Source: an optimization exercise on an open RTL-to-GDS flow (aim: a short achievable clock period and few clock cycles). Production flows keep margins and buffers that such runs may drop. At most, simulation tests tie the RTL to the original design; equivalence was not proved. Function not checked in runs 3 to 5: the RTL went through the layout flow alone. Power figures rest on the tool's default switching activity, not on a simulated workload.

### flow/design.v
module ALU (
	input [63:0] base,
	input [8:0] imm,
	output [63:0] addr
);
	wire [8:0] lp, lg;
	wire [8:0] a1, b1, a2, b2, a3, b3, c;
	genvar i;
	generate
		for (i = 0; i < 9; i = i + 1) begin : lo
			Xor2 cp (base[i], imm[i], lp[i]);
			And2 cg (base[i], imm[i], lg[i]);
			if (i >= 1) PreI c1 (lg[i], lp[i], lg[i-1], lp[i-1], a1[i], b1[i]);
			else begin assign a1[i] = ~lg[i]; assign b1[i] = ~lp[i]; end
			if (i >= 2) PreN c2 (a1[i], b1[i], a1[i-2], b1[i-2], a2[i], b2[i]);
			else begin assign a2[i] = ~a1[i]; assign b2[i] = ~b1[i]; end
			if (i >= 4) PreI c3 (a2[i], b2[i], a2[i-4], b2[i-4], a3[i], b3[i]);
			else begin assign a3[i] = ~a2[i]; assign b3[i] = ~b2[i]; end
			if (i >= 8) GenN c4 (a3[i], b3[i], a3[i-8], c[i]);
			else assign c[i] = ~a3[i];
		end
	endgenerate
	wire [8:0] lo_sum = lp ^ {c[7:0], 1'b0};
	wire c9 = c[8];
	wire [54:0] hi = base[63:9];
	wire [54:0] o0 = hi, z0 = ~hi;
	wire [54:0] o1, z1, o2, z2, o3, z3, o4, z4, o5, z5, o6, z6;
	generate
		for (i = 0; i < 55; i = i + 1) begin : pre
			if (i >= 1) begin AndI ao1 (o0[i], o0[i-1], o1[i]); AndI az1 (z0[i], z0[i-1], z1[i]); end
			else begin assign o1[i] = ~o0[i]; assign z1[i] = ~z0[i]; end
			if (i >= 2) begin AndN ao2 (o1[i], o1[i-2], o2[i]); AndN az2 (z1[i], z1[i-2], z2[i]); end
			else begin assign o2[i] = ~o1[i]; assign z2[i] = ~z1[i]; end
			if (i >= 4) begin AndI ao3 (o2[i], o2[i-4], o3[i]); AndI az3 (z2[i], z2[i-4], z3[i]); end
			else begin assign o3[i] = ~o2[i]; assign z3[i] = ~z2[i]; end
			if (i >= 8) begin AndN ao4 (o3[i], o3[i-8], o4[i]); AndN az4 (z3[i], z3[i-8], z4[i]); end
			else begin assign o4[i] = ~o3[i]; assign z4[i] = ~z3[i]; end
			if (i >= 16) begin AndI ao5 (o4[i], o4[i-16], o5[i]); AndI az5 (z4[i], z4[i-16], z5[i]); end
			else begin assign o5[i] = ~o4[i]; assign z5[i] = ~z4[i]; end
			if (i >= 32) begin AndN ao6 (o5[i], o5[i-32], o6[i]); AndN az6 (z5[i], z5[i-32], z6[i]); end
			else begin assign o6[i] = ~o5[i]; assign z6[i] = ~z5[i]; end
		end
	endgenerate
	wire [54:0] ones = {o6[53:0], 1'b1};
	wire [54:0] zeros = {z6[53:0], 1'b1};
	wire up = c9 & ~imm[8];
	wire down = ~c9 & imm[8];
	assign addr = {hi ^ (({55{up}} & ones) | ({55{down}} & zeros)), lo_sum};
endmodule
module ALUControl (
	input [63:0] a,
	input [63:0] b,       
	input cin,
	input add,
	input and_,
	input orr,
	output z
);
	wire [63:0] p = a ^ b;
	wire [63:0] g = a | b;
	wire [63:0] bad_add = {p[63:1] ^ g[62:0], p[0] ^ cin};
	wire nz_add, nz_and, nz_orr;
	SignExtend t_add (.v(bad_add), .nz(nz_add));
	SignExtend t_and (.v(a & b), .nz(nz_and));
	SignExtend t_orr (.v(g), .nz(nz_orr));
	assign z = (add & ~nz_add) | (and_ & ~nz_and) | (orr & ~nz_orr);
endmodule
module Adder (
	input [63:0] a,
	input [63:0] b,
	input cin,
	output [63:0] sum,
	output [63:0] sumn
);
	wire [63:0] p, g;
	genvar i;
	generate
		for (i = 0; i < 64; i = i + 1) begin : pg
			Xor2 cp (a[i], b[i], p[i]);
			And2 cg (a[i], b[i], g[i]);
		end
	endgenerate
	wire [63:0] g0 = {g[62:0], cin};
	wire [63:0] p0 = {p[62:0], 1'b0};
	wire [63:0] g1, p1, g2, p2, g3, p3, g4, p4, g5, p5, g6;
	generate
		for (i = 0; i < 64; i = i + 1) begin : l
			if (i >= 1) PreI c1 (g0[i], p0[i], g0[i-1], p0[i-1], g1[i], p1[i]);
			else begin assign g1[i] = ~g0[i]; assign p1[i] = ~p0[i]; end
			if (i >= 2) PreN c2 (g1[i], p1[i], g1[i-2], p1[i-2], g2[i], p2[i]);
			else begin assign g2[i] = ~g1[i]; assign p2[i] = ~p1[i]; end
			if (i >= 4) PreI c3 (g2[i], p2[i], g2[i-4], p2[i-4], g3[i], p3[i]);
			else begin assign g3[i] = ~g2[i]; assign p3[i] = ~p2[i]; end
			if (i >= 8) PreN c4 (g3[i], p3[i], g3[i-8], p3[i-8], g4[i], p4[i]);
			else begin assign g4[i] = ~g3[i]; assign p4[i] = ~p3[i]; end
			if (i >= 16) PreI c5 (g4[i], p4[i], g4[i-16], p4[i-16], g5[i], p5[i]);
			else begin assign g5[i] = ~g4[i]; assign p5[i] = ~p4[i]; end
			if (i >= 32) GenN c6 (g5[i], p5[i], g5[i-32], g6[i]);
			else assign g6[i] = ~g5[i];
		end
	endgenerate
	generate
		for (i = 0; i < 64; i = i + 1) begin : s
			Xor2 cs (p[i], g6[i], sum[i]);
			Xnor2 cn (p[i], g6[i], sumn[i]);
		end
	endgenerate
endmodule
module ControlUnit (
	input [31:0] inst,
	input [9:0] pc,
	input dwr,              
	input [4:0] d_rd,
	input d_zok,            
	input x_wr,
	input [4:0] x_rd,
	input w_wr,
	input [4:0] w_rd,
	input w_z,
	input [30:0] zf,
	output t0,
	output ta,
	output tb,
	output stall,
	output cbz_d,           
	output [9:0] q_t,
	output [9:0] q_nt,
	output [9:0] tgt_cbz
);
	wire isB = inst[31:26] == 6'b000101;
	wire isCBZ = inst[31:24] == 8'hB4;
	wire isLDST = (inst[31:23] == 9'b111110000) & ~inst[21];    
	wire [4:0] rn = inst[9:5];
	wire [4:0] rt = inst[4:0];
	wire rt31 = rt == 5'd31;
	wire xt = dwr & (d_rd == rt);
	wire wt = x_wr & (x_rd == rt);
	wire w2t = w_wr & (w_rd == rt);
	wire zrf = rt31 | zf[rt];
	wire e = rt31 | (~xt & ~wt & (w2t ? w_z : zrf));
	assign t0 = isB | (isCBZ & e);
	assign ta = isCBZ & xt & d_zok;
	assign tb = isCBZ & ~xt & wt;
	assign cbz_d = isCBZ & ~rt31 & xt & ~d_zok;
	assign stall = isLDST & dwr & (d_rd == rn);
	wire [9:0] tgtB, tgtC;
	ProgramCounter add_b (.a(pc), .b(inst[9:0]), .sum(tgtB));
	ProgramCounter add_c (.a(pc), .b(inst[14:5]), .sum(tgtC));
	wire [9:0] seq = pc + 10'd1;
	assign tgt_cbz = tgtC;
	assign q_t = stall ? pc : isB ? tgtB : tgtC;
	assign q_nt = stall ? pc : seq;
endmodule
module DataMemoryMUX (
	input [63:0] a,
	input [63:0] b,
	input add,            
	input sub,
	input and_,
	input orr,
	output z
);
	wire [63:0] p = a ^ b;
	wire [63:0] g = a | b;
	wire [63:0] bad_add = {p[63:1] ^ g[62:0], p[0]};
	wire nz_add, nz_sub, nz_and, nz_orr;
	SignExtend t_add (.v(bad_add), .nz(nz_add));
	SignExtend t_sub (.v(p), .nz(nz_sub));
	SignExtend t_and (.v(a & b), .nz(nz_and));
	SignExtend t_orr (.v(g), .nz(nz_orr));
	assign z = (add & ~nz_add) | (sub & ~nz_sub) | (and_ & ~nz_and) | (orr & ~nz_orr);
endmodule
module EXMEM (
	input CLOCK,
	input d,
	output reg q
);
	always @(posedge CLOCK)
		q <= d;
endmodule
module ForwardingUnitALUMuxA (
	input s0, input [63:0] d0,
	input s1, input [63:0] d1,
	input s2, input [63:0] d2,
	output [63:0] y
);
	wire [63:0] n0, n1, n2;
	genvar i;
	generate
		for (i = 0; i < 64; i = i + 1) begin : b
			AndI c0 (s0, d0[i], n0[i]);
			AndI c1 (s1, d1[i], n1[i]);
			AndI c2 (s2, d2[i], n2[i]);
			Nand3 o (n0[i], n1[i], n2[i], y[i]);
		end
	endgenerate
endmodule
module ForwardingUnitALUMuxB (
	input e0s, input [63:0] e0,
	input e1s, input [63:0] e1,
	input e2s, input [63:0] e2,
	input e3s, input [63:0] e3,
	input l0s, input [63:0] l0,
	input l1s, input [63:0] l1,
	output [63:0] y
);
	genvar i;
	generate
		for (i = 0; i < 64; i = i + 1) begin : b
			wire n0, n1, n2, n3, en, m0, m1;
			AndI c0 (e0s, e0[i], n0);
			AndI c1 (e1s, e1[i], n1);
			AndI c2 (e2s, e2[i], n2);
			AndI c3 (e3s, e3[i], n3);
			And4 ce (n0, n1, n2, n3, en);      
			AndI d0 (l0s, l0[i], m0);
			AndI d1 (l1s, l1[i], m1);
			Nand3 o (en, m0, m1, y[i]);
		end
	endgenerate
endmodule
module IFID (
	input CLOCK,
	input [9:0] d,
	output reg [9:0] q
);
	always @(posedge CLOCK)
		q <= d;
endmodule
module MEMWB (
	input CLOCK,
	input [63:0] d,
	output reg [63:0] q
);
	always @(posedge CLOCK)
		q <= d;
endmodule
module ProgramCounter (
	input [9:0] a,
	input [9:0] b,
	output [9:0] sum
);
	wire [9:0] p = a ^ b;
	wire [9:0] g = a & b;
	wire [9:0] g1, p1, g2, p2, g3, p3, c;
	genvar i;
	generate
		for (i = 0; i < 10; i = i + 1) begin : l
			if (i >= 1) PreI c1 (g[i], p[i], g[i-1], p[i-1], g1[i], p1[i]);
			else begin assign g1[i] = ~g[i]; assign p1[i] = ~p[i]; end
			if (i >= 2) PreN c2 (g1[i], p1[i], g1[i-2], p1[i-2], g2[i], p2[i]);
			else begin assign g2[i] = ~g1[i]; assign p2[i] = ~p1[i]; end
			if (i >= 4) PreI c3 (g2[i], p2[i], g2[i-4], p2[i-4], g3[i], p3[i]);
			else begin assign g3[i] = ~g2[i]; assign p3[i] = ~p2[i]; end
			if (i >= 8) GenN c4 (g3[i], p3[i], g3[i-8], c[i]);
			else assign c[i] = ~g3[i];
		end
	endgenerate
	assign sum = p ^ {c[8:0], 1'b0};
endmodule
module ProgramCounterMUX (
	input [9:0] q_t,
	input [9:0] q_nt,
	input [9:0] d_tgt,
	input t0,
	input ta,
	input tb,
	input r1,               
	input stall,
	input d_zv,
	input x_zalu,
	input x_isLD,
	input x_ldz,
	output [9:0] pc_next,
	output d_valid_next
);
	wire xz = x_zalu | (x_isLD & x_ldz);
	wire take = t0 | (ta & d_zv) | (tb & xz);
	wire red = r1 & xz;
	assign pc_next = red ? d_tgt : take ? q_t : q_nt;
	assign d_valid_next = ~red & ~stall;
endmodule
module RegisterModule (
	input [31*64-1:0] regs,
	input [4:0] sel,
	output [63:0] q
);
	wire [63:0] e [0:31];
	genvar i;
	generate
		for (i = 0; i < 31; i = i + 1) begin : ent
			assign e[i] = regs[i*64 +: 64];
		end
	endgenerate
	assign e[31] = 64'b0;
	wire [63:0] m1 [0:7];
	wire [63:0] m2 [0:1];
	generate
		for (i = 0; i < 8; i = i + 1) begin : l1
			assign m1[i] = sel[1] ? (sel[0] ? e[4*i+3] : e[4*i+2]) : (sel[0] ? e[4*i+1] : e[4*i]);
		end
		for (i = 0; i < 2; i = i + 1) begin : l2
			assign m2[i] = sel[3] ? (sel[2] ? m1[4*i+3] : m1[4*i+2]) : (sel[2] ? m1[4*i+1] : m1[4*i]);
		end
	endgenerate
	assign q = sel[4] ? m2[1] : m2[0];
endmodule
module PreI (input g1, input p1, input g0, input p0, output gn, output pn);
	assign gn = ~(g1 | (p1 & g0));
	assign pn = ~(p1 & p0);
endmodule
module PreN (input gn1, input pn1, input gn0, input pn0, output g, output p);
	assign g = ~(gn1 & (pn1 | gn0));
	assign p = ~(pn1 | pn0);
endmodule
module GenI (input g1, input p1, input g0, output gn);
	assign gn = ~(g1 | (p1 & g0));
endmodule
module GenN (input gn1, input pn1, input gn0, output g);
	assign g = ~(gn1 & (pn1 | gn0));
endmodule
module AndI (input a1, input a0, output yn);
	assign yn = ~(a1 & a0);
endmodule
module AndN (input an1, input an0, output y);
	assign y = ~(an1 | an0);
endmodule
module Nand3 (input a, input b, input c, output y);
	assign y = ~(a & b & c);
endmodule
module Xor2 (input a, input b, output y);
	assign y = a ^ b;
endmodule
module Xnor2 (input a, input b, output y);
	assign y = ~(a ^ b);
endmodule
module And2 (input a, input b, output y);
	assign y = a & b;
endmodule
module And4 (input a, input b, input c, input d, output y);
	assign y = a & b & c & d;
endmodule
module SignExtend (
	input [63:0] v,
	output nz
);
	wire [31:0] l1;
	wire [15:0] l2;
	wire [7:0] l3;
	wire [3:0] l4;
	wire [1:0] l5;
	genvar i;
	generate
		for (i = 0; i < 32; i = i + 1) begin : a
			AndN c (v[2*i], v[2*i+1], l1[i]);         
		end
		for (i = 0; i < 16; i = i + 1) begin : b
			AndI c (l1[2*i], l1[2*i+1], l2[i]);       
		end
		for (i = 0; i < 8; i = i + 1) begin : c
			AndN c (l2[2*i], l2[2*i+1], l3[i]);
		end
		for (i = 0; i < 4; i = i + 1) begin : d
			AndI c (l3[2*i], l3[2*i+1], l4[i]);
		end
		for (i = 0; i < 2; i = i + 1) begin : e
			AndN c (l4[2*i], l4[2*i+1], l5[i]);
		end
	endgenerate
	AndI f (l5[0], l5[1], nz);
endmodule
module ARMLEG (
	input CLOCK,
	input RESET,
	output [63:0] imem_addr,
	input [31:0] imem_data,
	output [63:0] dmem_addr,
	output [63:0] dmem_wdata,
	output dmem_we,
	output dmem_re,
	input [63:0] dmem_rdata
);
	integer i;
	reg [9:0] pc;
	reg d_valid;
	reg d_isLD, d_isST, d_add, d_sub, d_and, d_orr, d_cbz, d_wr;
	reg [4:0] d_rd;
	reg [63:0] d_vn, d_vb;          
	reg d_xa, d_wa, d_w2a, d_ra;    
	reg d_xb, d_wb, d_w2b, d_rb;    
	reg d_xa_add, d_xa_and, d_xa_orr, d_xa_ld;    
	reg d_xb_and, d_xb_orr, d_xb_ld, d_xb_addp, d_xb_addn;
	reg [8:0] d_imm;
	reg [9:0] d_tgt;
	reg d_zok;
	reg x_isLD, x_isST, x_add, x_and, x_orr, x_sub, x_wr;
	reg [4:0] x_rd;
	reg [63:0] x_a, x_bi, x_addr;     
	wire [63:0] x_wd;                 
	wire x_we, x_re;                  
	wire [9:0] pc_out;                
	reg w_wr, w2_wr;
	reg [4:0] w_rd, w2_rd;
	reg [63:0] w_res, w2_res;
	reg w_z;
	wire [63:0] w_data;    
	reg [30:0] w_we;       
	reg [63:0] rf [0:30];
	reg [30:0] zf;
	wire [63:0] x_sum, x_sumn;
	Adder alu_add (.a(x_a), .b(x_bi), .cin(x_sub), .sum(x_sum), .sumn(x_sumn));
	wire [63:0] x_andv = x_a & x_bi;
	wire [63:0] x_orv = x_a | x_bi;
	wire [63:0] x_out;
	ForwardingUnitALUMuxB mux_x (.e0s(x_isLD), .e0(dmem_rdata), .e1s(x_and), .e1(x_andv), .e2s(x_orr), .e2(x_orv),
		.e3s(1'b0), .e3(64'b0), .l0s(x_add), .l0(x_sum), .l1s(1'b0), .l1(64'b0), .y(x_out));
	wire x_zalu, rdata_nz;
	ALUControl zt_alu (.a(x_a), .b(x_bi), .cin(x_sub), .add(x_add), .and_(x_and), .orr(x_orr), .z(x_zalu));
	SignExtend zt_ld (.v(dmem_rdata), .nz(rdata_nz));
	wire x_ldz = ~rdata_nz;
	wire x_z = x_zalu | (x_isLD & x_ldz);
	assign dmem_addr = x_addr;
	assign dmem_wdata = x_wd;
	assign dmem_we = x_we;
	assign dmem_re = x_re;
	MEMWB w_copy (.CLOCK(CLOCK), .d(x_out), .q(w_data));
	wire [63:0] va, vb;
	ForwardingUnitALUMuxA mux_a (.s0(d_wa), .d0(w_res), .s1(d_w2a), .d1(w2_res), .s2(d_ra), .d2(d_vn), .y(va));
	ForwardingUnitALUMuxA mux_b (.s0(d_wb), .d0(w_res), .s1(d_w2b), .d1(w2_res), .s2(d_rb), .d2(d_vb), .y(vb));
	wire [63:0] sub64 = {64{d_sub}};
	wire [63:0] opa, opbi;
	ForwardingUnitALUMuxB mux_opa (.e0s(d_xa_and), .e0(x_andv), .e1s(d_xa_orr), .e1(x_orv), .e2s(d_xa_ld), .e2(dmem_rdata),
		.e3s(~d_xa), .e3(va), .l0s(d_xa_add), .l0(x_sum), .l1s(1'b0), .l1(64'b0), .y(opa));
	ForwardingUnitALUMuxB mux_opb (.e0s(d_xb_and), .e0(x_andv ^ sub64), .e1s(d_xb_orr), .e1(x_orv ^ sub64),
		.e2s(d_xb_ld), .e2(dmem_rdata ^ sub64), .e3s(~d_xb), .e3(vb ^ sub64),
		.l0s(d_xb_addp), .l0(x_sum), .l1s(d_xb_addn), .l1(x_sumn), .y(opbi));
	MEMWB wd_copy (.CLOCK(CLOCK), .d(opbi), .q(x_wd));    
	wire [63:0] addr, addr_w, addr_w2, addr_rf;
	ALU agu_w (.base(w_res), .imm(d_imm), .addr(addr_w));
	ALU agu_w2 (.base(w2_res), .imm(d_imm), .addr(addr_w2));
	ALU agu_rf (.base(d_vn), .imm(d_imm), .addr(addr_rf));
	ForwardingUnitALUMuxA mux_addr (.s0(d_wa), .d0(addr_w), .s1(d_w2a), .d1(addr_w2), .s2(d_ra), .d2(addr_rf), .y(addr));
	wire d_zv;
	DataMemoryMUX zt_d (.a(d_vn), .b(d_vb), .add(d_add & ~d_sub), .sub(d_sub), .and_(d_and), .orr(d_orr), .z(d_zv));
	assign imem_addr = {52'b0, pc_out, 2'b00};
	wire [31:0] inst = imem_data;
	wire [10:0] op11 = inst[31:21];
	wire f_isB   = inst[31:26] == 6'b000101;
	wire f_isCBZ = inst[31:24] == 8'hB4;
	wire f_isADD = op11 == 11'h458;
	wire f_isSUB = op11 == 11'h658;
	wire f_isAND = op11 == 11'h450;
	wire f_isORR = op11 == 11'h550;
	wire f_isLD  = op11 == 11'h7C2;
	wire f_isST  = op11 == 11'h7C0;
	wire f_isR   = f_isADD | f_isSUB | f_isAND | f_isORR;
	wire [4:0] f_rn = inst[9:5];
	wire [4:0] f_rm = inst[20:16];
	wire [4:0] f_rt = inst[4:0];
	wire [4:0] f_rb = inst[28] ? f_rt : f_rm;
	wire f_rt31 = f_rt == 5'd31;
	wire [31*64-1:0] rf_flat;
	genvar gi;
	generate
		for (gi = 0; gi < 31; gi = gi + 1) begin : rff
			assign rf_flat[gi*64 +: 64] = rf[gi];
		end
	endgenerate
	wire [63:0] f_vn, f_vb;
	RegisterModule rd_n (.regs(rf_flat), .sel(f_rn), .q(f_vn));
	RegisterModule rd_b (.regs(rf_flat), .sel(f_rb), .q(f_vb));
	wire dwr = d_valid & d_wr;
	wire f_xa = dwr & (d_rd == f_rn);
	wire f_wa = x_wr & (x_rd == f_rn);
	wire f_w2a = w_wr & (w_rd == f_rn);
	wire f_xb = dwr & (d_rd == f_rb);
	wire f_wb = x_wr & (x_rd == f_rb);
	wire f_w2b = w_wr & (w_rd == f_rb);
	wire c_t0, c_ta, c_tb, stall, f_cbzD;
	wire [9:0] q_t, q_nt, f_tgtC, pc_next;
	wire dv_next;
	ControlUnit fctl (.inst(inst), .pc(pc), .dwr(dwr), .d_rd(d_rd), .d_zok(d_zok),
		.x_wr(x_wr), .x_rd(x_rd), .w_wr(w_wr), .w_rd(w_rd), .w_z(w_z), .zf(zf),
		.t0(c_t0), .ta(c_ta), .tb(c_tb), .stall(stall), .cbz_d(f_cbzD),
		.q_t(q_t), .q_nt(q_nt), .tgt_cbz(f_tgtC));
	ProgramCounterMUX pc_mux (.q_t(q_t), .q_nt(q_nt), .d_tgt(d_tgt), .t0(c_t0), .ta(c_ta), .tb(c_tb),
		.r1(d_valid & d_cbz), .stall(stall), .d_zv(d_zv), .x_zalu(x_zalu), .x_isLD(x_isLD), .x_ldz(x_ldz),
		.pc_next(pc_next), .d_valid_next(dv_next));
	wire x_ld_next = ~RESET & d_valid & d_isLD;
	wire x_st_next = ~RESET & d_valid & d_isST;
	wire [9:0] pc_d = RESET ? 10'd0 : pc_next;
	EXMEM re_copy (.CLOCK(CLOCK), .d(x_ld_next), .q(x_re));
	EXMEM we_copy (.CLOCK(CLOCK), .d(x_st_next), .q(x_we));
	IFID pc_copy (.CLOCK(CLOCK), .d(pc_d), .q(pc_out));
	always @(posedge CLOCK) begin
		pc <= pc_d;
		d_valid <= ~RESET & dv_next;
		d_isLD <= f_isLD;
		d_isST <= f_isST;
		d_add <= f_isADD | f_isSUB;
		d_sub <= f_isSUB;
		d_and <= f_isAND;
		d_orr <= f_isORR;
		d_cbz <= f_cbzD;
		d_wr <= (f_isR | f_isLD) & ~f_rt31;
		d_rd <= f_rt;
		d_imm <= inst[20:12];
		d_tgt <= f_tgtC;
		d_vn <= f_vn;
		d_vb <= f_vb;
		d_xa <= f_xa;
		d_wa <= f_wa;
		d_w2a <= f_w2a & ~f_wa;
		d_ra <= ~f_wa & ~f_w2a;
		d_xb <= f_xb;
		d_zok <= (f_isR) & ~f_xa & ~f_wa & ~f_w2a & ~f_xb & ~f_wb & ~f_w2b;
		d_xa_add <= f_xa & d_add;
		d_xa_and <= f_xa & d_and;
		d_xa_orr <= f_xa & d_orr;
		d_xa_ld <= f_xa & d_isLD;
		d_xb_and <= f_xb & d_and;
		d_xb_orr <= f_xb & d_orr;
		d_xb_ld <= f_xb & d_isLD;
		d_xb_addp <= f_xb & d_add & ~f_isSUB;
		d_xb_addn <= f_xb & d_add & f_isSUB;
		d_wb <= f_wb;
		d_w2b <= f_w2b & ~f_wb;
		d_rb <= ~f_wb & ~f_w2b;
		x_isLD <= x_ld_next;
		x_isST <= x_st_next;
		if (RESET || !d_valid)
			x_wr <= 1'b0;
		else
			x_wr <= d_wr;
		x_add <= d_add;
		x_sub <= d_sub;
		x_and <= d_and;
		x_orr <= d_orr;
		x_rd <= d_rd;
		x_a <= opa;
		x_bi <= opbi;
		x_addr <= addr;
		w_wr <= ~RESET & x_wr;
		w_rd <= x_rd;
		w_res <= x_out;
		w_z <= x_z;
		w2_wr <= ~RESET & w_wr;
		w2_rd <= w_rd;
		w2_res <= w_res;
		for (i = 0; i < 31; i = i + 1)
			w_we[i] <= ~RESET & x_wr & (x_rd == i);
		for (i = 0; i < 31; i = i + 1)
			if (w_we[i]) begin
				rf[i] <= w_data;
				zf[i] <= w_z;
			end
	end
endmodule
### flow/flow/run.sh
#!/bin/bash
# Layout flow: the standard synthesis, unchanged, then the standard ORFS
# steps with two settings changed:
#  - ports are buffered with a plain buffer (by default the port buffering
#    picks a delay cell, which the footprint-bound sizing then mostly keeps);
#  - the resizer may swap a cell for one of the same function with another
#    footprint.
# Each step's output is kept in a log of its own here.
set -euo pipefail
bash standard.sh synth > synth.log 2>&1
bash standard.sh "BUFFER_PORTS_ARGS=-buffer_cell sky130_fd_sc_hd__buf_6" MATCH_CELL_FOOTPRINT=0 finish > layout.log 2>&1
### flow/standard.sh
#!/bin/bash
# synth_recipe.tcl (not shown) runs the flow's synth.tcl, then flattens the netlist and writes it again
# the make line also repeats each setting of config.mk as NAME=value (left out here)
make -C /OpenROAD-flow-scripts/flow DESIGN_CONFIG=/design/flow/config.mk WORK_HOME=/design/flow/orfs CLKGATE_MAP_FILE= SYNTH_SCRIPT=/design/flow/synth_recipe.tcl "${@:-finish}"
### flow/config.mk
export PLATFORM = sky130hd
export DESIGN_NAME = ARMLEG
export DESIGN_NICKNAME = ARMLEG
export VERILOG_FILES = /design/flow/design.v
export SDC_FILE = /design/flow/constraint.sdc
export NUM_CORES = 8
export LEC_CHECK = 0
export CAP_MARGIN = 20
export CORE_MARGIN = 2
export CORE_UTILIZATION = 30
export GPL_TIMING_DRIVEN = 1
export SETUP_SLACK_MARGIN = 5
export SLEW_MARGIN = 20
export SYNTH_HIERARCHICAL = 1
### flow/constraint.sdc
create_clock -name core_clock -period 8.0 [get_ports {CLOCK}]
set_input_delay 1.6000 -clock core_clock [delete_from_list [all_inputs] [get_ports {CLOCK}]]
set_output_delay 1.6000 -clock core_clock [all_outputs]
set_load 0.01 [all_outputs]
==> results of run 1 <==
-- cell usage in the layout (no fill, tap or decap), types with 45 or more instances in the layout --
cell,n
mux2i_1,1401
nand2_1,2955
o211ai_1,114
nand3_1,337
xnor2_1,382
buf_12,92
dfxtp_4,236
nor3_1,234
clkbuf_16,332
and4_1,194
buf_6,261
inv_1,802
xor2_1,365
a21oi_2,213
mux4_2,261
a211oi_2,109
o221ai_1,231
or2_2,71
edfxtp_1,2015
buf_4,310
nor2_1,1173
a21oi_1,132
ha_1,239
conb_1,438
clkinv_2,45
o22ai_2,59
dfxtp_1,266
nor2_2,57
and2_1,160
dfxtp_2,196
clkbuf_1,59
o21ai_2,156
xor2_2,50
o22ai_1,483
a22oi_2,63
-- timing repair --
item,CTS,global route
pin swaps,71,96
endpoints found under the setup margin,578,432
cloned,58,11
resized for setup,1047,458
buffers inserted,120,116
-- sequential cells by signal (all words and copies together) (netlist names), 5 cells and up --
name,flops
w_res,64
rf,1984
d_imm,9
w_copy.q,64
w_we,31
pc_copy.q,10
d_vb,64
x_bi,64
d_rd,5
w2_res,64
x_addr,64
w_rd,5
pc,10
x_rd,5
d_tgt,10
wd_copy.q,64
d_vn,64
x_a,64
zf,31
-- power by group --
part	total (mW)	switching [mW]	internal, mW
sequential	16.8	1.12	15.7
clock	14.3	6.17	8.17
combinational	9.22	5.83	3.39
total	40.4	13.1	27.2
-- routing by layer --
layer / up-vias / wire [microns] / GRT usage, % / share of wire, %
met4: 24 / 56000 / 17.3 / 8.1
li1: 52004 / - / - / -
met1: 60854 / 253000 / 31.9 / 37
met3: 1765 / 77500 / 6.57 / 11
met5: - / 159 / 0 / 0.023
met2: 7726 / 303000 / 40.3 / 44
-- how the worst max path moves through the flow --
stage	start	endpoint	slack, ns
2_1_floorplan	imem_data[1]	pc[0]$_DFF_P_	4.54
3_3_place_gp	imem_data[28]	d_vb[19]$_DFF_P_	2.82
3_5_place_dp	imem_data[28]	d_vb[63]$_DFF_P_	2.82
4_1_cts	x_addr[39]$_DFF_P_	dmem_addr[39]	4.85
5_1_grt	x_bi[19]$_DFF_P_	pc_copy.q[3]$_DFF_P_	4.86
6_report	x_addr[63]$_DFF_P_	dmem_addr[63]	4.89
-- final cells by class --
class | instances | area, sq um
antenna | 24 | 60.1
clock buffer | 395 | 8220
clock inverter | 147 | 1660
fill | 48791 | 317000
inverter | 840 | 3340
multi-input combinational | 10504 | 74600
sequential | 2713 | 75600
tap | 6655 | 8330
timing repair buffer | 737 | 8850
timing repair inverter | 10 | 103
==> impl_metrics.json, run 1 <==
{
  "cp_slowest_cell": "dfxtp_4",
  "core-area_sq_um": 497000,
  "cts_buffers": 298,
  "max_freq_mhz": 322,
  "setup_viol": 0,
  "numClockSinks": 2713,
  "dp.cells": 21154,
  "dieArea_sq_um": 505000,
  "cpLargestDelayFamily": "flip-flops",
  "ant_nets": 0,
  "drt_iter0_drc": 16725,
  "cellPowerDensity_nw_per_um2": 223,
  "start_util_pct": 30.1,
  "holdPathEnd": "x_add$_DFF_P_",
  "grt_pass1_vias": 115500,
  "dp_slack_ns": 2.82,
  "peakVddDrop_mv": 0.179,
  "min_path_cells": 0,
  "io_pins": 292,
  "crit_required_ns": 6.40,
  "crit_path_end_kind": "output port",
  "hold_ws_ns": 0.385,
  "hold_buffers": 0,
  "place.gp.congestion": 1.06,
  "worstHoldPathType": "register to register",
  "antenna_found_initial": 60,
  "via_per_inst": 5.56,
  "drtPass1Iterations": 7,
  "synthesis.area_sq_um": 150000,
  "clockBufferDepth": 4,
  "dpl_cell_area_sq_um": 161000,
  "run_status": "no timing/DRC/antenna violations",
  "final-max-slew-violation-count": 0,
  "grt_usage_pct": 26.0,
  "yosysWarnings": 12,
  "syn_avg_cell_area_sq_um": 10.5,
  "period_share_pct": 38.8,
  "post-route-util_pct": 36.3,
  "cts_root_buf": "clkbuf_16",
  "reg2reg_setup_slack_ns": 4.92,
  "vias": 122373,
  "r2r-end": "w_copy.q[58]$_DFF_P_",
  "port_buffers": 237,
  "grt_pass1_wl_microns": 925000,
  "cp.depth": 1,
  "crit_type": "register to output port",
  "tritoncts": "built",
  "remaining_drc_errors": 0,
  "hp-start": "d_add$_DFF_P_",
  "avgRoutedWirePerCell_microns": 31.3,
  "placementRows": 259,
  "finalHoldViolations": 0,
  "die_width_microns": 711,
  "cts_max_level": 5,
  "drt_wl_total_microns": 690000,
  "cap_violations": 0,
  "leakagePower_nw": 65.9,
  "final.setup.worst_slack_ns": 4.89,
  "die_y_microns": 711,
  "worst_pin_slew_ns": 1.30,
  "path_cells": "buf_6",
  "worst_path_largest_cell_delay_ns": 0.39,
  "clk_latency_ns": 1.01,
  "power.total_mw": 40.4,
  "cp-start-kind": "register",
  "grt_overflow": 0,
  "rsz0062_at_grt": "yes",
  "fin_cells": 22025,
  "syn_to_final_growth_pct": 20.7,
  "grt_start_max_net_pins": 111,
  "design_area_sq_um": 181000,
  "nets": 15485,
  "fin_worst_skew_ns": 0.112,
  "post-route-min-period_ns": 3.11,
  "syn_inst": 14220,
  "fin_tns_setup_ns": 0,
  "post-dp-hpwl_microns": 438000,
  "crit_buf_inv": 1,
  "relSlewSlack_pct": 13.1,
  "drive_gt1_share_pct": 20.2,
  "critical_path_peak_fanout": 1,
  "r2r_start": "x_bi[3]$_DFF_P_",
  "r2r_cells": 10,
  "clk_pin_slew_worst_paths_ns": 0.06,
  "cp.arrival_ns": 1.51
}
Testbench counts, summed over its fixed seeds: cycles 121,605.
==> run 2, diff against run 1 <==
==> flow/flow/run.sh (replaced) <==
#!/bin/bash
# Layout flow: the standard synthesis, unchanged, then the standard ORFS
# steps with two settings changed:
#  - ports are buffered with a plain buffer (by default the port buffering
#    picks a delay cell, which the footprint-bound sizing then mostly keeps);
#  - the resizer may swap a cell for one of the same function with another
#    footprint;
set -euo pipefail
bash standard.sh synth > synth.log 2>&1
bash standard.sh "BUFFER_PORTS_ARGS=-buffer_cell sky130_fd_sc_hd__buf_6" MATCH_CELL_FOOTPRINT=0 SETUP_SLACK_MARGIN=5.3 finish > layout.log 2>&1
==> impl_metrics.json, run 2 <==
{
  "critical_path_peak_fanout": 1,
  "cp-start-kind": "register",
  "numClockSinks": 2713,
  "worstHoldPathType": "register to register",
  "post-route-min-period_ns": 3.22,
  "period_share_pct": 40.2,
  "crit_buf_inv": 1,
  "cpLargestDelayFamily": "flip-flops",
  "clockBufferDepth": 4,
  "via_per_inst": 5.68,
  "use_met1_pct": 30.9,
  "crit_path_end_kind": "output port",
  "post-dp-hpwl_microns": 399000,
  "fin_worst_skew_ns": 0.0414,
  "grt_overflow": 0,
  "cts_max_level": 5,
  "final-max-slew-violation-count": 0,
  "die_width_microns": 711,
  "cts_root_buf": "clkbuf_16",
  "remaining_drc_errors": 0,
  "worst_path_largest_cell_delay_ns": 0.50,
  "cp.arrival_ns": 1.62,
  "crit_type": "register to output port",
  "min_path_cells": 0,
  "drive_gt1_share_pct": 25.5,
  "max_freq_mhz": 311,
  "clk_latency_ns": 0.96,
  "drtPass1Iterations": 8,
  "syn_to_final_growth_pct": 27.6,
  "start_util_pct": 30.1,
  "power.total_mw": 41.7,
  "port_buffers": 237,
  "r2r_cells": 17,
  "drt_iter0_drc": 19241,
  "relSlewSlack_pct": 13.3,
  "nets": 15928,
  "antenna_found_initial": 64,
  "finalHoldViolations": 0,
  "dieArea_sq_um": 505000,
  "met2_usage_pct": 39.5,
  "synthesis.area_sq_um": 150000,
  "cts_buffers": 293,
  "clk_pin_slew_worst_paths_ns": 0.07,
  "final_common_cell": "nand2_1",
  "path_cells": "buf_6",
  "tritoncts": "built",
  "final.setup.worst_slack_ns": 4.78,
  "placementRows": 259,
  "grt_pass1_vias": 118273,
  "cap_violations": 0,
  "cellPowerDensity_nw_per_um2": 218,
  "die_y_microns": 711,
  "fin_tns_setup_ns": 0,
  "yosysWarnings": 12,
  "setup_viol": 0,
  "reg2reg_setup_slack_ns": 4.80,
  "regMostFlops": "rf",
  "final_cell_mix": "2851 x nand2_1, 2015 x edfxtp_1, 1380 x mux2i_1",
  "syn_inst": 14220,
  "io_pins": 292,
  "grt_pass1_wl_microns": 927000,
  "grt_usage_pct": 25.9,
  "hp-start": "d_add$_DFF_P_",
  "dp.cells": 21117,
  "fin_cells": 22469,
  "post-route-util_pct": 38.4,
  "ant_nets": 0,
  "rsz0062_at_grt": "yes",
  "dp_slack_ns": 2.66,
  "grt_start_max_net_pins": 83,
  "grt_use_met3_pct": 7.32,
  "worst_pin_slew_ns": 1.29,
  "largest_reg_flops": 1984,
  "leakagePower_nw": 69.8,
  "run_status": "no timing/DRC/antenna violations",
  "vias": 127540,
  "cp_slowest_cell": "dfxtp_4",
  "syn_avg_cell_area_sq_um": 10.5,
  "core-area_sq_um": 497000,
  "crit_required_ns": 6.40,
  "r2r-end": "x_addr[51]$_DFF_P_",
  "peakVddDrop_mv": 0.167,
  "r2r_start": "d_imm[4]$_DFF_P_",
  "grt.busiest_layer": "met2",
  "place.gp.congestion": 1.08,
  "avgRoutedWirePerCell_microns": 31.2,
  "holdPathEnd": "x_add$_DFF_P_",
  "drt_wl_total_microns": 700000
}
## run 2: how the worst max path moves through the flow
stage               slack (ns)               start            endpoint  cells past startpoint
CTS                       4.76  x_addr[11]$_DFF_P_       dmem_addr[11]                      1
global placement          2.66       imem_data[28]    d_vb[12]$_DFF_P_                      9
finish                    4.78  x_addr[11]$_DFF_P_       dmem_addr[11]                      1
global route              4.78    d_imm[4]$_DFF_P_  x_addr[55]$_DFF_P_                     16
floorplan                 4.54        imem_data[1]       pc[0]$_DFF_P_                     11
detailed placement        2.66       imem_data[28]    d_vb[12]$_DFF_P_                      9
## run 2: area by class of cell
cell class | instances | area, sq um
clock inverter | 141 | 1690
clock buffer | 395 | 8200
antenna | 26 | 65.1
sequential | 2713 | 75700
tap | 6655 | 8330
timing repair buffer | 1167 | 14500
inverter | 840 | 3420
multi-input combinational | 10516 | 79000
timing repair inverter | 16 | 216
fill | 47307 | 306000
## run 2: layer usage
metal	routed length [microns]	vias to the layer above	share of wire (%)
li1	-	52947	-
met1	240000	62523	34
met2	299000	9433	43
met3	91700	2605	13
met4	69500	32	9.9
met5	240	-	0.034
## run 2: metrics by stage
step	cell area, sq um	hold WS, ns
finish	191000	0.382
global route	191000	0.391
CTS	184000	0.373
detailed placement	161000	0.368
global placement	161000	0.357
floorplan	153000	0.331
## run 2: what timing repair did
| item | 4_1_cts | 5_1_grt |
|---|---|---|
| buffers inserted | 334 | 288 |
| hold buffers | 0 | 0 |
| setup endpoints to repair | 631 | 514 |
| pin swaps | 264 | 329 |
| gates cloned | 130 | 37 |
| gates resized for setup | 1658 | 871 |
## run 2: power breakdown
part / switching, mW / internal [mW] / leakage (nW)
clock network: 6.05 / 8.36 / 4.84
registers: 1.09 / 15.7 / 24.3
logic: 6.32 / 4.17 / 40.7
==> run 3, diff against run 2 <==
--- a/flow/design.v
+++ b/flow/design.v
@@ -286,23 +286,36 @@
 	output [63:0] q
 );
-	wire [63:0] e [0:31];
-	genvar i;
+	wire [31:0] line;
+	RegisterMux dec (.sel(sel), .line(line));
+	genvar i, j;
 	generate
-		for (i = 0; i < 31; i = i + 1) begin : ent
-			assign e[i] = regs[i*64 +: 64];
+		for (j = 0; j < 64; j = j + 1) begin : b
+			wire [31:0] n;       
+			for (i = 0; i < 31; i = i + 1) begin : r
+				AndI c (line[i], regs[i*64 + j], n[i]);
+			end
+			assign n[31] = 1'b1;
+			wire [7:0] o;        
+			for (i = 0; i < 8; i = i + 1) begin : g4
+				Nand4 c (n[4*i], n[4*i+1], n[4*i+2], n[4*i+3], o[i]);
+			end
+			wire [3:0] p;        
+			for (i = 0; i < 4; i = i + 1) begin : g8
+				Nor2 c (o[2*i], o[2*i+1], p[i]);
+			end
+			Nand4 out (p[0], p[1], p[2], p[3], q[j]);
 		end
 	endgenerate
-	assign e[31] = 64'b0;
-	wire [63:0] m1 [0:7];
-	wire [63:0] m2 [0:1];
+endmodule
+module RegisterMux (
+	input [4:0] sel,
+	output [31:0] line
+);
+	genvar i;
 	generate
-		for (i = 0; i < 8; i = i + 1) begin : l1
-			assign m1[i] = sel[1] ? (sel[0] ? e[4*i+3] : e[4*i+2]) : (sel[0] ? e[4*i+1] : e[4*i]);
-		end
-		for (i = 0; i < 2; i = i + 1) begin : l2
-			assign m2[i] = sel[3] ? (sel[2] ? m1[4*i+3] : m1[4*i+2]) : (sel[2] ? m1[4*i+1] : m1[4*i]);
+		for (i = 0; i < 32; i = i + 1) begin : l
+			assign line[i] = sel == i;
 		end
 	endgenerate
-	assign q = sel[4] ? m2[1] : m2[0];
 endmodule
 module PreI (input g1, input p1, input g0, input p0, output gn, output pn);
@@ -341,4 +354,10 @@
 	assign y = a & b & c & d;
 endmodule
+module Nand4 (input a, input b, input c, input d, output y);
+	assign y = ~(a & b & c & d);
+endmodule
+module Nor2 (input a, input b, output y);
+	assign y = ~(a | b);
+endmodule
 module SignExtend (
 	input [63:0] v,
==> flow/flow/run.sh (replaced) <==
#!/bin/bash
# Layout flow: the standard synthesis, unchanged, then the standard ORFS
# steps with two settings changed:
#  - ports are buffered with a plain buffer (by default the port buffering
#    picks a delay cell, which the footprint-bound sizing then mostly keeps);
#  - the resizer may swap a cell for one of the same function with another
#    footprint.
# Each step's output is kept in a log of its own here.
set -euo pipefail
bash standard.sh synth > synth.log 2>&1
bash standard.sh "BUFFER_PORTS_ARGS=-buffer_cell sky130_fd_sc_hd__buf_6" MATCH_CELL_FOOTPRINT=0 finish > layout.log 2>&1
==> impl_metrics.json, run 3 <==
{
  "worst_pin_slew_ns": 1.20,
  "fin_worst_skew_ns": 0.0491,
  "max_freq_mhz": 318,
  "tritoncts": "built",
  "rsz0062_at_grt": "yes",
  "final_common_cell": "nand2_1",
  "place.gp.congestion": 1.07,
  "grt_pass1_wl_microns": 916000,
  "post-route-min-period_ns": 3.14,
  "start_util_pct": 30.2,
  "die_width_microns": 690,
  "worstHoldPathType": "register to register",
  "avgRoutedWirePerCell_microns": 28.0,
  "numClockSinks": 2713,
  "core-area_sq_um": 468000,
  "placementRows": 251,
  "syn_to_final_growth_pct": 22.8,
  "leakagePower_nw": 61.0,
  "clk_pin_slew_worst_paths_ns": 0.06,
  "critical_path_peak_fanout": 1,
  "drt_wl_total_microns": 675000,
  "syn_inst": 16205,
  "worst_path_largest_cell_delay_ns": 0.45,
  "io_pins": 292,
  "peakVddDrop_mv": 0.194,
  "crit_type": "register to output port",
  "dieArea_sq_um": 476000,
  "remaining_drc_errors": 0,
  "drt_iter0_drc": 19010,
  "finalHoldViolations": 0,
  "post-dp-hpwl_microns": 450000,
  "run_status": "complete, but fails checks",
  "cts_root_buf": "clkbuf_16",
  "cts_buffers": 301,
  "port_buffers": 237,
  "crit_path_end_kind": "output port",
  "relSlewSlack_pct": 19.7,
  "crit_required_ns": 6.40,
  "cp-start-kind": "register",
  "synthesis.area_sq_um": 141000,
  "grt_usage_pct": 27.0,
  "syn_avg_cell_area_sq_um": 8.71,
  "hold_ws_ns": 0.344,
  "clockBufferDepth": 4,
  "cpLargestDelayFamily": "flip-flops",
  "drtPass1Iterations": 13,
  "period_share_pct": 39.3,
  "final-max-slew-violation-count": 0,
  "cap_violations": 0,
  "nets": 18026,
  "fin_tns_setup_ns": 0,
  "yosysWarnings": 11,
  "cp_slowest_cell": "dfxtp_4",
  "grt_overflow": 0,
  "die_y_microns": 690,
  "regMostFlops": "rf",
  "grt_start_max_net_pins": 130,
  "crit_buf_inv": 1,
  "antenna_found_initial": 50,
  "via_per_inst": 5.41,
  "final_cell_mix": "6899 x nand2_1, 2015 x edfxtp_1, 1705 x nor2_1",
  "cp.arrival_ns": 1.54,
  "so_faults": "antenna violations",
  "grt_pass1_vias": 121455,
  "path_cells": "buf_6",
  "clk_latency_ns": 0.96,
  "cellPowerDensity_nw_per_um2": 216,
  "drive_gt1_share_pct": 14.9,
  "vias": 130554,
  "setup_viol": 0,
  "largest_reg_flops": 1984,
  "ant_nets": 1,
  "cts_max_level": 5,
  "nFillCells": 46538
}
[run 3: worst register-to-register path, cell delays in order (launching register included)]
cell and delay, ns:
dfxtp_4 0.39, inv_1 0.06, ha_1 0.30, xnor2_1 0.17, nor2_1 0.07, nand2_1 0.11, nor2_2 0.06, nand2_4 0.14
nor2_1 0.06, nand2_1 0.06, nand2b_4 0.12, o221ai_4 0.16, a21o_4 0.28, a221oi_4 0.34, buf_6 0.20, mux2i_1 0.19
a21oi_1 0.08, nor2b_2 0.17
[run 3: final cells by class]
cell class                      instances  area [sq um]  area share [%]
Timing Repair inverter                  1          11.3         0.00650
Clock inverter                        157          1950            1.12
Sequential cell                      2713         75500            43.6
Tap cell                             6198          7750            4.48
Multi-Input combinational cell      13203         68900            39.8
Clock buffer                          395          8360            4.83
Inverter                              710          2740            1.58
Antenna cell                           44           110          0.0635
Timing Repair Buffer                  715          7860            4.54
[run 3: power breakdown]
group / switching, mW / internal [mW] / leakage, nW
logic: 4.03 / 2.20 / 31.9
registers: 0.965 / 15.6 / 24.1
clock network: 6.17 / 8.48 / 5.04
[run 3: worst paths after layout]
kind / start / end / slack (ns) / cells past startpoint
worst max-delay path: x_addr[63]$_DFF_P_ / dmem_addr[63] / 4.86 / 1
worst min-delay path: d_add$_DFF_P_ / x_add$_DFF_P_ / 0.34 / 0
worst max register to register: x_a[23]$_DFF_P_ / pc[4]$_DFF_P_ / 4.92 / 17
worst min register to register: d_add$_DFF_P_ / x_add$_DFF_P_ / 0.34 / 0
[run 3: stage by stage]
step | utilization [%] | area [sq um] | power [mW] | setup slack [ns] | std cells
6_report | 37.0 | 173000 | 37.5 | 4.86 | 24136
5_1_grt | 37.0 | 173000 | 38.4 | 4.85 | 24096
4_1_cts | 36.5 | 171000 | 37.1 | 4.81 | 24019
3_5_place_dp | 33.2 | 155000 | 22.1 | 2.99 | 23291
3_3_place_gp | 33.2 | 155000 | 22.1 | 3.01 | 23291
2_1_floorplan | - | 144000 | 19.5 | 4.32 | 16768
[run 3: timing repair]
| action | CTS | global route |
|---|---|---|
| endpoints found under the setup margin | 583 | 354 |
| hold buffers | 0 | 0 |
| resized for setup | 1071 | 323 |
| pin swaps | 98 | 75 |
| gates cloned | 6 | 13 |
| buffers inserted | 170 | 60 |
[run 3: routing by layer]
metal | part of all wire, % | vias up | GRT usage (%)
met5 | 0.014 | - | 0
li1 | - | 56909 | -
met3 | 12 | 2279 | 7.17
met4 | 8.9 | 16 | 19.7
met1 | 36 | 62242 | 32.5
met2 | 43 | 9108 | 41.6
==> run 4, diff against run 3 <==
--- a/flow/design.v
+++ b/flow/design.v
@@ -286,6 +286,7 @@
 	output [63:0] q
 );
-	wire [31:0] line;
-	RegisterMux dec (.sel(sel), .line(line));
+	wire [31:0] line_lo, line_hi;
+	RegisterMux dec_lo (.sel(sel), .line(line_lo));
+	RegisterMux dec_hi (.sel(sel), .line(line_hi));
 	genvar i, j;
 	generate
@@ -293,5 +294,5 @@
 			wire [31:0] n;       
 			for (i = 0; i < 31; i = i + 1) begin : r
-				AndI c (line[i], regs[i*64 + j], n[i]);
+				AndI c (j < 32 ? line_lo[i] : line_hi[i], regs[i*64 + j], n[i]);
 			end
 			assign n[31] = 1'b1;
==> impl_metrics.json, run 4 <==
{
  "grt_overflow": 0,
  "crit_buf_inv": 1,
  "max_freq_mhz": 310,
  "rsz0062_at_grt": "yes",
  "dieArea_sq_um": 477000,
  "post-dp-hpwl_microns": 446000,
  "worst_pin_slew_ns": 1.16,
  "critical_path_peak_fanout": 1,
  "antenna_found_initial": 39,
  "placementRows": 252,
  "crit_path_end_kind": "output port",
  "vias": 129287,
  "power.total_mw": 37.5,
  "reg2reg_setup_slack_ns": 4.80,
  "port_buffers": 237,
  "grt_start_max_net_pins": 108,
  "run_status": "no timing/DRC/antenna violations",
  "cp-start-kind": "register",
  "syn_inst": 16297,
  "remaining_drc_errors": 0,
  "syn_avg_cell_area_sq_um": 8.69,
  "tritoncts": "built",
  "path_cells": "buf_6",
  "die_y_microns": 691,
  "cts_buffers": 294,
  "cts_max_level": 5,
  "synthesis.area_sq_um": 142000,
  "cap_violations": 0,
  "hold_buffers": 0,
  "nFillCells": 46811,
  "clk_latency_ns": 0.94,
  "crit_type": "register to output port",
  "worstHoldPathType": "register to register",
  "final_common_cell": "nand2_1",
  "drive_gt1_share_pct": 15.0,
  "post-route-util_pct": 37.2,
  "cpLargestDelayFamily": "flip-flops",
  "start_util_pct": 30.1,
  "cp.arrival_ns": 1.63,
  "final_cell_mix": "6892 x nand2_1, 2015 x edfxtp_1, 1618 x nor2_1",
  "syn_to_final_growth_pct": 23.7,
  "nets": 18218,
  "regMostFlops": "rf",
  "die_width_microns": 691,
  "crit_required_ns": 6.40,
  "grt_pass1_wl_microns": 892000,
  "design_area_sq_um": 175000,
  "post-route-min-period_ns": 3.23,
  "fin_tns_setup_ns": 0,
  "cts_root_buf": "clkbuf_16",
  "setup_viol": 0,
  "numClockSinks": 2713,
  "drt_iter0_drc": 17514,
  "clk_pin_slew_worst_paths_ns": 0.07,
  "period_share_pct": 40.3,
  "leakagePower_nw": 61.4,
  "relSlewSlack_pct": 22.8,
  "place.gp.congestion": 1.07,
  "peakVddDrop_mv": 0.155,
  "grt_usage_pct": 25.7,
  "io_pins": 292,
  "ant_nets": 0,
  "worst_path_largest_cell_delay_ns": 0.53,
  "cp_slowest_cell": "dfxtp_4",
  "cellPowerDensity_nw_per_um2": 214,
  "core-area_sq_um": 470000,
  "drtPass1Iterations": 8,
  "finalHoldViolations": 0,
  "fin_worst_skew_ns": 0.0762,
  "clockBufferDepth": 4,
  "final-max-slew-violation-count": 0,
  "largest_reg_flops": 1984,
  "yosysWarnings": 11,
  "grt_pass1_vias": 120008,
  "dpl_cell_area_sq_um": 156000,
  "avgRoutedWirePerCell_microns": 26.5,
  "drt_wl_total_microns": 645000,
  "via_per_inst": 5.32
}
[run 4: area by class of cell]
type / instances / area, sq um / area share, %
flip-flops and latches: 2713 / 75100 / 42.9
well taps: 6223 / 7790 / 4.45
multi-input cells: 13344 / 70300 / 40.1
clock buffers: 385 / 8170 / 4.66
diodes: 14 / 35.0 / 0.0200
repair buffers: 774 / 9040 / 5.16
inverters: 710 / 2750 / 1.57
clock inverters: 147 / 1970 / 1.12
[run 4: through the flow]
| step | setup WS (ns) | hold WS [ns] | instances |
|---|---|---|---|
| CTS | 4.72 | 0.372 | 24188 |
| global route | 4.71 | 0.385 | 24298 |
| global placement | 2.98 | 0.363 | 23364 |
| detailed placement | 2.94 | 0.363 | 23380 |
| finish | 4.77 | 0.376 | 24310 |
| floorplan | 4.48 | 0.331 | 16860 |
[run 4: worst paths after layout]
kind,start,to,cells past startpoint
worst min-delay path,d_add$_DFF_P_,x_add$_DFF_P_,0
worst min register to register,d_add$_DFF_P_,x_add$_DFF_P_,0
worst max register to register,x_a[26]$_DFF_P_,pc[3]$_DFF_P_,17
worst max-delay path,x_addr[12]$_DFF_P_,dmem_addr[12],1
[run 4: power by group]
part	total [mW]	switching, mW	internal, mW
sequential	16.4	0.863	15.6
clock	14.6	5.96	8.65
combinational	6.49	4.27	2.22
[run 4: timing repair]
action                                  CTS  global route
endpoints found under the setup margin  548           366
pin swaps                               152            67
buffers inserted                        217           103
cloned                                   59             5
resized for setup                       758           327
[run 4: metal layers]
| layer | vias to the layer above | track usage (%) | part of all wire, % |
|---|---|---|---|
| met5 | - | 0 | 0.024 |
| met1 | 62498 | 32.8 | 38 |
| met3 | 1432 | 5.85 | 11 |
| met2 | 7938 | 40.1 | 44 |
| li1 | 57395 | - | - |
| met4 | 24 | 14.7 | 6.8 |
==> run 5, diff against run 4 <==
--- a/flow/config.mk
+++ b/flow/config.mk
@@ -8,5 +8,5 @@
 export CAP_MARGIN = 20
 export CORE_MARGIN = 2
-export CORE_UTILIZATION = 30
+export CORE_UTILIZATION = 35
 export GPL_TIMING_DRIVEN = 1
 export SETUP_SLACK_MARGIN = 5
==> impl_metrics.json, run 5 <==
{
  "run_status": "no timing/DRC/antenna violations",
  "r2r_cells": 15,
  "max_freq_mhz": 313,
  "post-dp-hpwl_microns": 440000,
  "cp.depth": 1,
  "post-route-min-period_ns": 3.19,
  "vias": 131310,
  "grt_use_met3_pct": 7.09,
  "leakagePower_nw": 62.6,
  "synthesis.area_sq_um": 142000,
  "worst_pin_slew_ns": 1.24,
  "cp_slowest_cell": "dfxtp_4",
  "crit_path_end_kind": "output port",
  "final_cell_mix": "6849 x nand2_1, 2015 x edfxtp_1, 1524 x nor2_1",
  "drive_gt1_share_pct": 17.5,
  "die_y_microns": 640,
  "die_width_microns": 640,
  "reg2reg_setup_slack_ns": 4.86,
  "tritoncts": "built",
  "cts_root_buf": "clkbuf_16",
  "syn_avg_cell_area_sq_um": 8.69,
  "p_clk_share_pct": 38.7,
  "start_util_pct": 35.2,
  "drt_iter0_drc": 18553,
  "placementRows": 233,
  "r2r-end": "pc_copy.q[8]$_DFF_P_",
  "cts_buffers": 306,
  "syn_inst": 16297,
  "period_share_pct": 39.9,
  "cp.arrival_ns": 1.59,
  "regMostFlops": "rf",
  "io_pins": 292,
  "cpLargestDelayFamily": "flip-flops",
  "finalHoldViolations": 0,
  "cellPowerDensity_nw_per_um2": 213,
  "worst_path_largest_cell_delay_ns": 0.47,
  "critical_path_peak_fanout": 1,
  "drtPass1Iterations": 9,
  "r2r_start": "x_a[1]$_DFF_P_",
  "p_sw_share_pct": 30.3,
  "avgRoutedWirePerCell_microns": 28.1,
  "hp-start": "d_add$_DFF_P_",
  "ant_nets": 0,
  "final-max-slew-violation-count": 0,
  "internal_power_mw": 26.4,
  "cts_max_level": 5,
  "seq_power_share_pct": 43.5,
  "crit_start": "x_addr[11]$_DFF_P_",
  "largest_reg_flops": 1984,
  "crit_required_ns": 6.40,
  "post-route-util_pct": 44.1,
  "combPwrFrac_pct": 17.8,
  "fin_worst_skew_ns": 0.0686,
  "grt_pass1_wl_microns": 898000,
  "peakVddDrop_mv": 0.161,
  "dieArea_sq_um": 410000,
  "relSlewSlack_pct": 17.1,
  "port_buffers": 237,
  "crit_buf_inv": 1,
  "grt_usage_pct": 30.6,
  "clk_latency_ns": 0.99,
  "clockBufferDepth": 4,
  "grt.busiest_layer": "met2",
  "nets": 18360,
  "place.gp.congestion": 1.05,
  "hold_ws_ns": 0.358,
  "dp.cells": 22556,
  "grt_pass1_vias": 120453,
  "multi_input_area_sq_um": 71400,
  "p_sw_mw": 11.5,
  "grt_overflow": 0,
  "numClockSinks": 2713,
  "met2_usage_pct": 46.9,
  "fin_cells": 23677,
  "fin_tns_setup_ns": 0,
  "nFillCells": 38275,
  "core-area_sq_um": 403000,
  "worstHoldPathType": "register to register",
  "cp-start-kind": "register",
  "cap_violations": 0,
  "rsz0062_at_grt": "yes",
  "syn_to_final_growth_pct": 25.4,
  "crit_end": "dmem_addr[11]",
  "remaining_drc_errors": 0,
  "final_common_cell": "nand2_1",
  "grt_start_max_net_pins": 102,
  "setup_viol": 0,
  "crit_type": "register to output port",
  "yosysWarnings": 11,
  "antenna_found_initial": 47,
  "clk_pin_slew_worst_paths_ns": 0.06,
  "use_met1_pct": 39.7,
  "drt_wl_total_microns": 664000,
  "layout.area.seq_sq_um": 75600,
  "via_per_inst": 5.55,
  "path_cells": "buf_6"
}
-- run 5: cell count changes in the layout (fill, tap and decap cells not counted), sizes merged --
cell / delta
clkinv: +34
nand2: +2
bufinv: -13
diode: +33
clkbuf: +28
clkinvlp: -5
nor2: +7
buf: +102
inv: -3
-- run 5: worst min-delay path by stage --
stage               endpoint  depth (start not counted)
3_5_place_dp   x_add$_DFF_P_                          0
6_report       x_add$_DFF_P_                          0
4_1_cts        x_add$_DFF_P_                          0
2_1_floorplan  x_add$_DFF_P_                          0
3_3_place_gp   x_add$_DFF_P_                          0
5_1_grt        x_add$_DFF_P_                          0
-- run 5: per-layer routing --
layer / vias up / wire length (microns)
li1: 57743 / -
met1: 63310 / 250000
met2: 8709 / 289000
met3: 1524 / 79200
met4: 24 / 45300
met5: - / 258
-- run 5: through the flow --
step	power, mW	setup slack [ns]	area (sq um)
global placement	22.2	2.95	155000
global route	38.8	4.79	177000
finish	37.8	4.81	178000
floorplan	19.6	4.48	145000
CTS	37.2	4.76	173000
detailed placement	22.2	2.97	155000
-- run 5: what timing repair did --
action / 4_1_cts / 5_1_grt
resized for setup: 1020 / 659
hold buffers: 0 / 0
pin swaps: 171 / 340
setup endpoints to repair: 546 / 405
cloned: 73 / 25
endpoints found under the hold margin: 0 / 0
buffers inserted: 262 / 160
-- run 5: final cells by class --
class                      instances  share of cell area, %
multi-input combinational      13353                   40.2
clock inverter                   160                   1.05
clock buffer                     394                   4.70
sequential                      2713                   42.6
tap                             5405                   3.81
antenna                           47                 0.0663
inverter                         710                   1.56
timing repair buffer             895                   6.03
-- run 5: power by group through the flow --
stage	clock network (mW)	registers [mW]	logic [mW]
after floorplan	0	16.3	3.30
after global placement	0	16.6	5.55
after detailed placement	0	16.6	5.57
after CTS	14.7	16.4	6.12
after global routing	15.2	16.4	7.07
final	14.6	16.4	6.74
==> run 6, diff against run 5 <==
--- a/flow/design.v
+++ b/flow/design.v
@@ -134,7 +134,12 @@
 	wire [4:0] rt = inst[4:0];
 	wire rt31 = rt == 5'd31;
-	wire xt = dwr & (d_rd == rt);
-	wire wt = x_wr & (x_rd == rt);
-	wire w2t = w_wr & (w_rd == rt);
+	wire eq_dt, eq_xt, eq_wt, eq_dn;
+	HazardDetectionUnit c_dt (.a(d_rd), .b(rt), .eq(eq_dt));
+	HazardDetectionUnit c_xt (.a(x_rd), .b(rt), .eq(eq_xt));
+	HazardDetectionUnit c_wt (.a(w_rd), .b(rt), .eq(eq_wt));
+	HazardDetectionUnit c_dn (.a(d_rd), .b(rn), .eq(eq_dn));
+	wire xt = dwr & eq_dt;
+	wire wt = x_wr & eq_xt;
+	wire w2t = w_wr & eq_wt;
 	wire zrf = rt31 | zf[rt];
 	wire e = rt31 | (~xt & ~wt & (w2t ? w_z : zrf));
@@ -143,5 +148,5 @@
 	assign tb = isCBZ & ~xt & wt;
 	assign cbz_d = isCBZ & ~rt31 & xt & ~d_zok;
-	assign stall = isLDST & dwr & (d_rd == rn);
+	assign stall = isLDST & dwr & eq_dn;
 	wire [9:0] tgtB, tgtC;
 	ProgramCounter add_b (.a(pc), .b(inst[9:0]), .sum(tgtB));
@@ -220,4 +225,21 @@
 	endgenerate
 endmodule
+module HazardDetectionUnit (
+	input [4:0] a,
+	input [4:0] b,
+	output eq
+);
+	wire [4:0] x;
+	genvar i;
+	generate
+		for (i = 0; i < 5; i = i + 1) begin : bt
+			Xnor2 c (a[i], b[i], x[i]);
+		end
+	endgenerate
+	wire n0, n1;
+	Nand3 c0 (x[0], x[1], x[2], n0);
+	AndI c1 (x[3], x[4], n1);
+	Nor2 c2 (n0, n1, eq);
+endmodule
 module IFID (
 	input CLOCK,
@@ -286,37 +308,23 @@
 	output [63:0] q
 );
-	wire [31:0] line_lo, line_hi;
-	RegisterMux dec_lo (.sel(sel), .line(line_lo));
-	RegisterMux dec_hi (.sel(sel), .line(line_hi));
-	genvar i, j;
-	generate
-		for (j = 0; j < 64; j = j + 1) begin : b
-			wire [31:0] n;       
-			for (i = 0; i < 31; i = i + 1) begin : r
-				AndI c (j < 32 ? line_lo[i] : line_hi[i], regs[i*64 + j], n[i]);
-			end
-			assign n[31] = 1'b1;
-			wire [7:0] o;        
-			for (i = 0; i < 8; i = i + 1) begin : g4
-				Nand4 c (n[4*i], n[4*i+1], n[4*i+2], n[4*i+3], o[i]);
-			end
-			wire [3:0] p;        
-			for (i = 0; i < 4; i = i + 1) begin : g8
-				Nor2 c (o[2*i], o[2*i+1], p[i]);
-			end
-			Nand4 out (p[0], p[1], p[2], p[3], q[j]);
+	wire [63:0] e [0:31];
+	genvar i;
+	generate
+		for (i = 0; i < 31; i = i + 1) begin : ent
+			assign e[i] = regs[i*64 +: 64];
 		end
 	endgenerate
-endmodule
-module RegisterMux (
-	input [4:0] sel,
-	output [31:0] line
-);
-	genvar i;
+	assign e[31] = 64'b0;
+	wire [63:0] m1 [0:7];
+	wire [63:0] m2 [0:1];
 	generate
-		for (i = 0; i < 32; i = i + 1) begin : l
-			assign line[i] = sel == i;
+		for (i = 0; i < 8; i = i + 1) begin : l1
+			assign m1[i] = sel[1] ? (sel[0] ? e[4*i+3] : e[4*i+2]) : (sel[0] ? e[4*i+1] : e[4*i]);
+		end
+		for (i = 0; i < 2; i = i + 1) begin : l2
+			assign m2[i] = sel[3] ? (sel[2] ? m1[4*i+3] : m1[4*i+2]) : (sel[2] ? m1[4*i+1] : m1[4*i]);
 		end
 	endgenerate
+	assign q = sel[4] ? m2[1] : m2[0];
 endmodule
 module PreI (input g1, input p1, input g0, input p0, output gn, output pn);
@@ -355,7 +363,4 @@
 	assign y = a & b & c & d;
 endmodule
-module Nand4 (input a, input b, input c, input d, output y);
-	assign y = ~(a & b & c & d);
-endmodule
 module Nor2 (input a, input b, output y);
 	assign y = ~(a | b);
--- a/flow/config.mk
+++ b/flow/config.mk
@@ -8,5 +8,5 @@
 export CAP_MARGIN = 20
 export CORE_MARGIN = 2
-export CORE_UTILIZATION = 35
+export CORE_UTILIZATION = 30
 export GPL_TIMING_DRIVEN = 1
 export SETUP_SLACK_MARGIN = 5
==> impl_metrics.json, run 6 <==
{
  "grt_usage_pct": 25.8,
  "crit_path_end_kind": "output port",
  "fin_tns_setup_ns": 0,
  "dp_slack_ns": 2.80,
  "start_util_pct": 30.1,
  "grt_pass1_wl_microns": 919000,
  "run_status": "no timing/DRC/antenna violations",
  "dp.cells": 21154,
  "max_freq_mhz": 320,
  "cts_root_buf": "clkbuf_16",
  "clockBufferDepth": 4,
  "syn_to_final_growth_pct": 21.5,
  "r2r-end": "x_addr[12]$_DFF_P_",
  "core-area_sq_um": 497000,
  "fin_worst_skew_ns": 0.0600,
  "syn_avg_cell_area_sq_um": 10.5,
  "setup_viol": 0,
  "die_y_microns": 711,
  "io_pins": 292,
  "crit_type": "register to output port",
  "via_per_inst": 5.57,
  "worst_pin_slew_ns": 1.21,
  "remaining_drc_errors": 0,
  "holdPathEnd": "x_add$_DFF_P_",
  "finalHoldViolations": 0,
  "critical_path_peak_fanout": 1,
  "hp-start": "d_add$_DFF_P_",
  "yosysWarnings": 12,
  "drt_iter0_drc": 16925,
  "cts_buffers": 300,
  "r2r_cells": 14,
  "final.setup.worst_slack_ns": 4.88,
  "post-route-min-period_ns": 3.12,
  "ant_nets": 0,
  "min_path_cells": 0,
  "crit_buf_inv": 1,
  "peakVddDrop_mv": 0.180,
  "crit_required_ns": 6.40,
  "cp_slowest_cell": "dfxtp_4",
  "path_cells": "buf_6",
  "cap_violations": 0,
  "hold_buffers": 0,
  "rsz0062_at_grt": "yes",
  "die_width_microns": 711,
  "cellPowerDensity_nw_per_um2": 221,
  "seq_power_share_pct": 41.5,
  "final_cell_mix": "2936 x nand2_1, 2015 x edfxtp_1, 1405 x mux2i_1",
  "p_sw_share_pct": 32.5,
  "drive_gt1_share_pct": 21.0,
  "cpLargestDelayFamily": "flip-flops",
  "regMostFlops": "rf",
  "relSlewSlack_pct": 19.1,
  "post-dp-hpwl_microns": 425000,
  "clk_latency_ns": 0.97,
  "leakagePower_nw": 66.5,
  "fin_cells": 22095,
  "cp.arrival_ns": 1.52,
  "drtPass1Iterations": 6,
  "syn_inst": 14229,
  "post-route-util_pct": 36.6,
  "grt_overflow": 0,
  "avgRoutedWirePerCell_microns": 31.3,
  "internal_power_mw": 27.2,
  "numClockSinks": 2713,
  "r2r_start": "d_imm[4]$_DFF_P_",
  "final_common_cell": "nand2_1",
  "largest_reg_flops": 1984,
  "reg2reg_setup_slack_ns": 4.91,
  "period_share_pct": 39.1,
  "drt_wl_total_microns": 691000,
  "port_buffers": 237,
  "nets": 15554,
  "power.total_mw": 40.3,
  "final-max-slew-violation-count": 0,
  "antenna_found_initial": 38,
  "worst_path_largest_cell_delay_ns": 0.45,
  "place.gp.congestion": 1.07,
  "cp-start-kind": "register",
  "vias": 123167,
  "grt_start_max_net_pins": 136,
  "grt_pass1_vias": 115902,
  "placementRows": 259,
  "synthesis.area_sq_um": 150000,
  "dieArea_sq_um": 505000,
  "cts_max_level": 5,
  "worstHoldPathType": "register to register",
  "tritoncts": "built",
  "clk_pin_slew_worst_paths_ns": 0.07,
  "combPwrFrac_pct": 23.1,
  "p_clk_share_pct": 35.3,
  "p_sw_mw": 13.1
}
-- run 6: worst register-to-register path, delay by kind of cell, from the launching register on --
kind,cells,cell delay (ns)
AOI/OAI and AO/OA,5,0.76
xor gates and xnor gates,2,0.60
adders and majority gates,1,0.28
buffers and inverters,4,0.65
DFF,1,0.38
and+or+nand+nor,2,0.32
-- run 6: what timing repair did --
action | in CTS | in global routing
endpoints found under the setup margin | 589 | 456
buffers inserted | 168 | 122
cloned | 53 | 29
endpoints found under the hold margin | 0 | 0
gates resized for setup | 1170 | 480
pin swaps | 87 | 128
-- run 6: routing by layer --
| layer | up-vias | GRT usage, % | share of wire (%) |
|---|---|---|---|
| li1 | 52156 | - | - |
| met1 | 61095 | 31.5 | 36 |
| met2 | 7981 | 39.9 | 44 |
| met3 | 1923 | 6.73 | 12 |
| met4 | 12 | 17.4 | 8.6 |
| met5 | - | 0 | 0.010 |
-- run 6: power by group through the flow --
stage	combinational [mW]	sequential (mW)	clock, mW
floorplan	4.84	16.4	0
CTS	8.46	16.7	14.3
finish	9.32	16.7	14.2
global route	9.67	16.8	14.8
global placement	7.52	16.9	0
detailed placement	7.54	16.9	0
-- run 6: through the flow --
stage               hold WS (ns)  area, sq um
detailed placement         0.345       161000
global placement           0.332       161000
floorplan                  0.331       152000
finish                     0.351       182000
global route               0.362       182000
CTS                        0.351       178000
-- run 6: cell type report --
class | instances | area (sq um)
fill | 48531 | 316000
sequential | 2713 | 75700
multi-input combinational | 10508 | 75100
timing repair buffer | 801 | 9530
clock buffer | 416 | 8390
tap | 6655 | 8330
inverter | 841 | 3320
clock inverter | 138 | 1430
timing repair inverter | 8 | 72.6
antenna | 15 | 37.5
-- run 6: worst max path at each step --
stage | startpoint | endpoint | cells after the start
2_1_floorplan | imem_data[0] | pc[0]$_DFF_P_ | 10
3_3_place_gp | imem_data[0] | d_vb[30]$_DFF_P_ | 9
3_5_place_dp | imem_data[28] | d_vb[35]$_DFF_P_ | 8
4_1_cts | x_a[31]$_DFF_P_ | w_res[36]$_DFF_P_ | 11
5_1_grt | x_a[37]$_DFF_P_ | w_res[47]$_DFF_P_ | 10
6_report | x_addr[39]$_DFF_P_ | dmem_addr[39] | 1
Testbench counts of run 6, summed over its fixed seeds: cycles 121,605.

Re-timed with assumed drivers on the ports (clkbuf_16 on the clock, buf_2 on other inputs), run 6 has 4.674 ns of setup slack against 4.876 ns with ideal ports, and 3.618 ns once port delays also move by the mid clock arrival of 1.056 ns.
